Context: an optimization exercise on an open-source flow, tuned for small area, a short achievable clock period and few clock cycles per item. The choices shown serve that exercise and are no tape-out recipe. For this run, only the layout was checked, not whether the RTL still works. Power and IR drop assume default switching activity.

===== design/flow/design.v =====
module JAM (
input CLK,
input RST,
output reg [2:0] W,
output reg [2:0] J,
input [6:0] Cost,
output reg [3:0] MatchCount,
output reg [9:0] MinCost,
output reg Valid );
reg [2:0] n_state;
reg [2:0] c_state;
reg [2:0] max_index;
reg [2:0] max;
reg [2:0] sortlist [0:7];
reg directions [0:7];
reg sortable;
reg [2:0] list_index;
reg [9:0] cost_sum;
reg [9:0] cost_min;
parameter IDLE          = 3'd0,
          CAL_COST      = 3'd1,
          MIN_CONFIRM   = 3'd2,
          MOVE          = 3'd3,
          FIN           = 3'd4
;
always@(posedge CLK or posedge RST) begin
    if (RST) c_state <= IDLE;
    else c_state <= n_state;
end
always@(*) begin
    case(c_state)
        IDLE : n_state = CAL_COST;
        CAL_COST : n_state = (W == 3'd7) ? MIN_CONFIRM : c_state;
        MIN_CONFIRM : n_state = MOVE;
        MOVE : n_state = (sortable == 1'b0) ? FIN : CAL_COST;
        default : n_state = c_state;
    endcase
end
always @(posedge CLK or posedge RST) begin
    if(RST) list_index <= 3'd0;
    else if(n_state == CAL_COST) list_index <= list_index + 3'd1;
    else list_index <= 3'd0;
end
always @(posedge CLK or posedge RST) begin
    if(RST)begin
        sortlist[0] <= 3'd0;
        sortlist[1] <= 3'd1;
        sortlist[2] <= 3'd2;
        sortlist[3] <= 3'd3;
        sortlist[4] <= 3'd4;
        sortlist[5] <= 3'd5;
        sortlist[6] <= 3'd6;
        sortlist[7] <= 3'd7;
    end
    else if(c_state == MOVE && sortable == 1'b1)begin
        if(directions[sortlist[max_index]] == 1'b0)begin
            sortlist[max_index] <= sortlist[max_index-1];
            sortlist[max_index-1] <= sortlist[max_index];
        end
        else if(directions[sortlist[max_index]] == 1'b1)begin
            sortlist[max_index] <= sortlist[max_index+1];
            sortlist[max_index+1] <= sortlist[max_index];
        end
    end
end
always @(posedge CLK or posedge RST) begin
    if(RST)begin
        directions[0] <= 1'b0;
        directions[1] <= 1'b0;
        directions[2] <= 1'b0;
        directions[3] <= 1'b0;
        directions[4] <= 1'b0;
        directions[5] <= 1'b0;
        directions[6] <= 1'b0;
        directions[7] <= 1'b0;
    end
    else if(c_state == MOVE && sortable == 1'b1)begin
        directions[sortlist[0]] <= (sortlist[max_index] < sortlist[0]) ? ~directions[sortlist[0]] : directions[sortlist[0]];
        directions[sortlist[1]] <= (sortlist[max_index] < sortlist[1]) ? ~directions[sortlist[1]] : directions[sortlist[1]];
        directions[sortlist[2]] <= (sortlist[max_index] < sortlist[2]) ? ~directions[sortlist[2]] : directions[sortlist[2]];
        directions[sortlist[3]] <= (sortlist[max_index] < sortlist[3]) ? ~directions[sortlist[3]] : directions[sortlist[3]];
        directions[sortlist[4]] <= (sortlist[max_index] < sortlist[4]) ? ~directions[sortlist[4]] : directions[sortlist[4]];
        directions[sortlist[5]] <= (sortlist[max_index] < sortlist[5]) ? ~directions[sortlist[5]] : directions[sortlist[5]];
        directions[sortlist[6]] <= (sortlist[max_index] < sortlist[6]) ? ~directions[sortlist[6]] : directions[sortlist[6]];
        directions[sortlist[7]] <= (sortlist[max_index] < sortlist[7]) ? ~directions[sortlist[7]] : directions[sortlist[7]];
    end
end
always @(*) begin
    begin
        max_index = 3'd0;
        max = 3'd0;
        if(max < sortlist[0] && (directions[sortlist[0]] == 1'b1 && sortlist[0] > sortlist[1]))begin
            max = sortlist[0];
            max_index = 3'd0;
        end
        if(max < sortlist[1] &&((directions[sortlist[1]] == 1'b0 && sortlist[1] > sortlist[0])||(directions[sortlist[1]] == 1'b1 && sortlist[1] > sortlist[2])))begin
            max = sortlist[1];
            max_index = 3'd1;
        end
        if(max < sortlist[2] &&((directions[sortlist[2]] == 1'b0 && sortlist[2] > sortlist[1])||(directions[sortlist[2]] == 1'b1 && sortlist[2] > sortlist[3])))begin
            max = sortlist[2];
            max_index = 3'd2;
        end
        if(max < sortlist[3] &&((directions[sortlist[3]] == 1'b0 && sortlist[3] > sortlist[2])||(directions[sortlist[3]] == 1'b1 && sortlist[3] > sortlist[4])))begin
            max = sortlist[3];
            max_index = 3'd3;
        end
        if(max < sortlist[4] &&((directions[sortlist[4]] == 1'b0 && sortlist[4] > sortlist[3])||(directions[sortlist[4]] == 1'b1 && sortlist[4] > sortlist[5])))begin
            max = sortlist[4];
            max_index = 3'd4;
        end
        if(max < sortlist[5] &&((directions[sortlist[5]] == 1'b0 && sortlist[5] > sortlist[4])||(directions[sortlist[5]] == 1'b1 && sortlist[5] > sortlist[6])))begin
            max = sortlist[5];
            max_index = 3'd5;
        end
        if(max < sortlist[6] &&((directions[sortlist[6]] == 1'b0 && sortlist[6] > sortlist[5])||(directions[sortlist[6]] == 1'b1 && sortlist[6] > sortlist[7])))begin
            max = sortlist[6];
            max_index = 3'd6;
        end
        if(max < sortlist[7] &&((directions[sortlist[7]] == 1'b0 && sortlist[7] > sortlist[6])))begin
            max = sortlist[7];
            max_index = 3'd7;
        end
    end
end
always @(*) begin
    sortable = 1'b0;
    sortable = ( directions[sortlist[0]] == 1'b1 && sortlist[0] > sortlist[1]) ? 1'b1 : sortable;
    sortable = ((directions[sortlist[1]] == 1'b0 && sortlist[1] > sortlist[0])||(directions[sortlist[1]] == 1'b1 && sortlist[1] > sortlist[2])) ? 1'b1 : sortable;
    sortable = ((directions[sortlist[2]] == 1'b0 && sortlist[2] > sortlist[1])||(directions[sortlist[2]] == 1'b1 && sortlist[2] > sortlist[3])) ? 1'b1 : sortable;
    sortable = ((directions[sortlist[3]] == 1'b0 && sortlist[3] > sortlist[2])||(directions[sortlist[3]] == 1'b1 && sortlist[3] > sortlist[4])) ? 1'b1 : sortable;
    sortable = ((directions[sortlist[4]] == 1'b0 && sortlist[4] > sortlist[3])||(directions[sortlist[4]] == 1'b1 && sortlist[4] > sortlist[5])) ? 1'b1 : sortable;
    sortable = ((directions[sortlist[5]] == 1'b0 && sortlist[5] > sortlist[4])||(directions[sortlist[5]] == 1'b1 && sortlist[5] > sortlist[6])) ? 1'b1 : sortable;
    sortable = ((directions[sortlist[6]] == 1'b0 && sortlist[6] > sortlist[5])||(directions[sortlist[6]] == 1'b1 && sortlist[6] > sortlist[7])) ? 1'b1 : sortable;
    sortable = ( directions[sortlist[7]] == 1'b0 && sortlist[7] > sortlist[6]) ? 1'b1 : sortable;
end
always @(posedge CLK or posedge RST) begin
    if(RST) W <= 3'd0;
    else if(c_state == CAL_COST) W <= list_index;
end
always @(*) begin
    J = sortlist[W];
end
always @(posedge CLK or posedge RST) begin
    if(RST) cost_sum <= 10'd0;
    else if(c_state == CAL_COST) cost_sum <= cost_sum + Cost;
    else cost_sum <= 10'd0;
end
always @(posedge CLK or posedge RST) begin
    if(RST) cost_min <= 10'd1023;
    else if(c_state == MIN_CONFIRM) cost_min <= (cost_min > cost_sum) ? cost_sum : cost_min;
end
always @(posedge CLK or posedge RST) begin
    if(RST) MinCost <= 10'd0;
    else if(c_state == FIN) MinCost <= cost_min;
end
always @(posedge CLK or posedge RST) begin
    if(RST) MatchCount <= 4'd0;
    else if(c_state == MIN_CONFIRM)begin
        if(cost_min > cost_sum) MatchCount <= 4'd1;
        else if(cost_min == cost_sum) MatchCount <= MatchCount + 4'd1;
    end
end
always @(posedge CLK or posedge RST) begin
    if(RST) Valid <= 1'b0;
    else if(c_state == FIN) Valid <= 1'b1;
end
endmodule

===== design/flow/run.sh =====
#!/bin/bash
# synth_recipe.tcl (not shown) runs the flow's synth.tcl, then flattens the netlist and writes it again
# the make line also repeats each setting of config.mk as NAME=value (left out here)
make -C /OpenROAD-flow-scripts/flow DESIGN_CONFIG=/design/flow/config.mk WORK_HOME=/design/flow/orfs CLKGATE_MAP_FILE= SYNTH_SCRIPT=/design/flow/synth_recipe.tcl finish

===== design/flow/config.mk =====
export PLATFORM = sky130hd
export DESIGN_NAME = JAM
export DESIGN_NICKNAME = JAM
export VERILOG_FILES = /design/flow/design.v
export SDC_FILE = /design/flow/constraint.sdc
export NUM_CORES = 4
export LEC_CHECK = 0
export CAP_MARGIN = 20
export CORE_MARGIN = 2
export CORE_UTILIZATION = 40
export SLEW_MARGIN = 20

===== design/flow/constraint.sdc =====
create_clock -name core_clock -period 16.0 [get_ports {CLK}]
set_input_delay 3.2000 -clock core_clock [delete_from_list [all_inputs] [get_ports {CLK}]]
set_output_delay 3.2000 -clock core_clock [all_outputs]
set_load 0.01 [all_outputs]

==> results.txt <==
-- sequential cells by signal (all words and copies together) (netlist names) --
name,cells
cost_min,10
directions,8
MinCost,10
W,3
list_index,3
cost_sum,10
sortlist,24
MatchCount,4
Valid,1
c_state,3
-- what timing repair did --
item | in CTS | in global routing
setup buffers | 2 | 4
pin swaps | 0 | 3
endpoints found under the setup margin | 4 | 32
cloned | 0 | 0
gates resized for setup | 1 | 19
-- worst max-delay path: cells and delay by family (launching register included) --
family	cells	cell delay [ns]
AOI/OAI and AO/OA	29	6.18
xor gates and xnor gates	1	0.26
adders and majority gates	9	2.71
buffers and inverters	2	0.35
DFF	1	0.56
muxes	5	1.58
and+or+nand+nor	18	3.38
-- through the flow --
step,TNS [ns],worst slack (ns),std cells,util [%],power [mW]
3_3_place_gp,0,0.174,1362,43.5,0.207
2_1_floorplan,0,1.24,1083,-,0.202
4_1_cts,0,0.137,1380,45.1,0.437
6_report,0,0.844,1384,45.6,0.432
3_5_place_dp,-0.0470,-0.0353,1362,43.5,0.207
5_1_grt,0,0.0482,1384,45.6,0.444
-- cell usage in the layout, fill, tap and decap left out, types with 17 or more instances in the layout --
cell,synthesis,routed
sky130_fd_sc_hd__nand3_1,38,38
sky130_fd_sc_hd__ha_1,71,71
sky130_fd_sc_hd__nand2_1,85,85
sky130_fd_sc_hd__mux2_2,28,28
sky130_fd_sc_hd__buf_4,3,37
sky130_fd_sc_hd__nor2_1,81,80
sky130_fd_sc_hd__nand2b_1,26,26
sky130_fd_sc_hd__a31oi_1,17,17
sky130_fd_sc_hd__mux2i_1,69,68
sky130_fd_sc_hd__nor3_1,45,44
sky130_fd_sc_hd__a21oi_1,52,52
sky130_fd_sc_hd__inv_1,45,43
sky130_fd_sc_hd__dfstp_2,22,22
sky130_fd_sc_hd__dfrtp_1,54,51
sky130_fd_sc_hd__a211oi_1,21,21
sky130_fd_sc_hd__clkdlybuf4s50_1,0,29
sky130_fd_sc_hd__nor2b_1,22,21
sky130_fd_sc_hd__o21ai_0,57,55
-- cell families after synthesis --
logic type	Yosys count	share of synthesized area [%]
buffers and inverters	110	5.11
muxes	104	12.6
DFF	76	21.7
xor gates and xnor gates	18	1.77
and+or+nand+nor	390	22.6
AOI/OAI and AO/OA	313	26.0
adders and majority gates	72	10.2
-- worst paths after layout --
| check | to | cells after the start |
|---|---|---|
| min | Valid | 1 |
| max | directions[2] | 64 |
| min reg2reg | Valid | 1 |
| max in group asynchronous | sortlist[0][2] | 3 |
| max reg2reg | directions[2] | 64 |
| min in group asynchronous | sortlist[2][0] | 2 |
-- per-layer routing --
metal | routed length (um) | vias up | share of wire, % | track usage [%]
met2 | 14800 | 549 | 42 | 43.3
met4 | 1830 | 0 | 5.2 | 15.3
met3 | 3650 | 133 | 10 | 7.06
met5 | 0 | - | 0 | 0
met1 | 14600 | 4408 | 42 | 38.3
li1 | - | 4153 | - | -
-- cell type report --
type | count | area share (%)
Clock inverter | 5 | 0.843
Sequential cell | 76 | 19.4
Inverter | 49 | 1.90
Timing Repair Buffer | 66 | 5.71
Tap cell | 280 | 3.52
Multi-Input combinational cell | 897 | 66.2
Clock buffer | 11 | 2.44
-- where the power goes --
| part | switching, mW | total (mW) | leakage, nW | internal [mW] |
|---|---|---|---|---|
| registers | 0.000271 | 0.193 | 0.966 | 0.193 |
| clock network | 0.0873 | 0.229 | 0.152 | 0.142 |
| logic | 0.00602 | 0.00982 | 2.95 | 0.00380 |
==> results.txt <==
Global routing
The all-layer global routing usage is 28.8%. The initial antenna violation count is 0. The first global-routing pass estimated 52.2 mm of wire.

The via count of the first global-routing pass is 8829. After global routing the overflow that remains totals 0. Entering global routing, the biggest net connects 66 pins.

Clocking
The insertion delay to the later sink of the worst-skew pair is 0.35 ns. The clock tree root buffer cell is sky130_fd_sc_hd__clkbuf_16. TritonCTS built the clock tree. TritonCTS created 9 clock buffers.

Counting every sink on the clock net gives 76. The maximum level of the CTS H-tree is 3. The register clock-pin slew on the reported worst setup and hold paths is 0.07 ns. The number of buffers on the longest clock path is 2. For this design, the CTS-stage hold fixing added 0 buffers.

Yosys
The most frequently used flop master after synthesis is sky130_fd_sc_hd__dfrtp_1. The number of nets in the synthesized netlist is 1164. The share of synthesized area occupied by flip-flops and latches is 21.7%. The leading cell type by number of instances after synthesis is sky130_fd_sc_hd__nand2_1. The commonest cells after synthesis are 85 x sky130_fd_sc_hd__nand2_1, 81 x sky130_fd_sc_hd__nor2_1, 71 x sky130_fd_sc_hd__ha_1.

Of all cell types, the one taking the most synthesized area is sky130_fd_sc_hd__dfrtp_1. In this run, distinct cell masters in the synthesized netlist total 99. Yosys attributes the largest share of cell area to sky130_fd_sc_hd__dfrtp_1 15%, sky130_fd_sc_hd__ha_1 10%, sky130_fd_sc_hd__mux2i_1 7.8%.

The area fraction of the dominant cell type after synthesis is 15.2%. The count of yosys warnings during synthesis is 3. The post-synthesis register bit count is 76. After synthesis, the mean cell area works out to 8.21 um^2. The proportion of synthesized flip-flops having asynchronous set or reset is 100%. Synthesis handed over a netlist of 1083 instances.

The number of synthesized flops with an enable pin is 0. The cell area that synthesis handed to floorplanning was 8890 um^2.

STA
The final critical path takes up 94.7% of the cycle. The fmax is 66.0 MHz. Setup repair after global routing left no endpoint under its margin. The setup skew after layout is 0.00952 ns. The hold violation count in the final report came to 0. Final hold analysis gives a worst-case slack of 0.465 ns. The clock period minus final worst setup slack is 15.16 ns. For the pin with the worst max-slew slack, the measured transition is 1.03 ns.

The final count of negative-setup-slack endpoints is 0. In this run the tightest slew margin relative to its limit is 31.0%. The count of final max-slew check failures came to 0.

Floorplan
The starting density of the core is 40.7%. The core area is 21800 um^2. In this run the core area contains 54 standard-cell rows. The floorplan step defined a die boundary enclosing 23400 um^2. The I/O pin count is 30. The die is 153 um tall.

The overall die width is 153 um.

Worst setup path
Across all register-to-register paths, the minimum setup slack is 0.84 ns. The start-to-end type of the worst setup path is flip-flop to flip-flop. In this run the worst path has a maximum fanout of 16. Data arrives at the worst endpoint at 15.39 ns.

STA classifies the critical path endpoint as a flip-flop. The largest single stage delay on the critical path is 0.56 ns. The first element of the critical path is sortlist[0][0].

The slowest stage of the critical path is the sky130_fd_sc_hd__dfrtp_2 cell. At the worst endpoint, the required time is 16.24 ns. The source of the worst register-to-register timing path is sortlist[0][0]. The type of origin of the critical path is a flip-flop. The cell that appears most often on the critical path is sky130_fd_sc_hd__ha_1.

Placed design
In this run the tool buffered the top-level ports with 29 buffer cells. In this run the cell area measured after placement is 9490 um^2. The wire-length estimate of the detail-placed layout is 24.7 mm. The placer's final routability congestion estimate is 1.01.

Power
For this design the ratio of total power to cell area is 43.4 nW/um^2. The worst supply voltage drop on vdd is 54.9 uV. The leakage power summed over all cells is 4.07 nW.

Cells and area
In the final layout, the multi-input gates occupy 6580 um^2. The post-layout net count is 1180. The area of all sequential standard cells is 1930 um^2.

The number of fillers in the final layout is 2181. The total non-filler cell area in the finished layout is 9950 um^2. The layout overhead on the synthesized area is 11.9%. The fraction of final layout cells with drive strength greater than 1 is 13.8%. 0 antenna diodes ended up in the layout.

Detailed routing
The total detailed-routing wirelength is 34.8 mm. The first-iteration detailed-routing DRC count is 1114. After detailed routing, the average wire length per cell comes to 25.2 um.

The detail route stage leaves a number of antenna-violating nets equal to 0. In the routed layout, each cell is associated on average with a via count of 6.68. In the routed design, unresolved DRC markers number 0. The detailed-routing iteration count for the pre-antenna-repair pass is 5. The vias after detailed routing is 9243.

Run status
The flow ran to the end and the layout has no timing, DRC or antenna violations.

Worst hold path
In this run the most critical hold path is launched from Valid. The kind of path behind the tightest hold check is flip-flop to flip-flop.

Run
The number of max-capacitance violations reported is 0.

-- afterwards: timing with drivers on the ports --
Ports are ideal in the flow. The routed layout listed here was re-timed in OpenROAD. Step 1 assumes that a clkbuf_16 drives the clock port and a buf_2 every other input. Step 2 times the ports against the registers' clock, not the clock port: input delays grow and output delays shrink by t, the midpoint of the rising clock arrivals with the driver on. Slacks: ideal ports / drivers / drivers and shift; pairs: ideal ports / drivers.
t (ns): 0.391
slack for setup (ns): 0.844 / 0.844 / 0.844
hold WS [ns]: 0.465 / 0.465 / 0.465
cell pins on the clock port's net: 1
After both steps this run still meets setup and hold. The setup slack of this run moves by 0.000 ns with the drivers and by 0.000 ns with both steps.
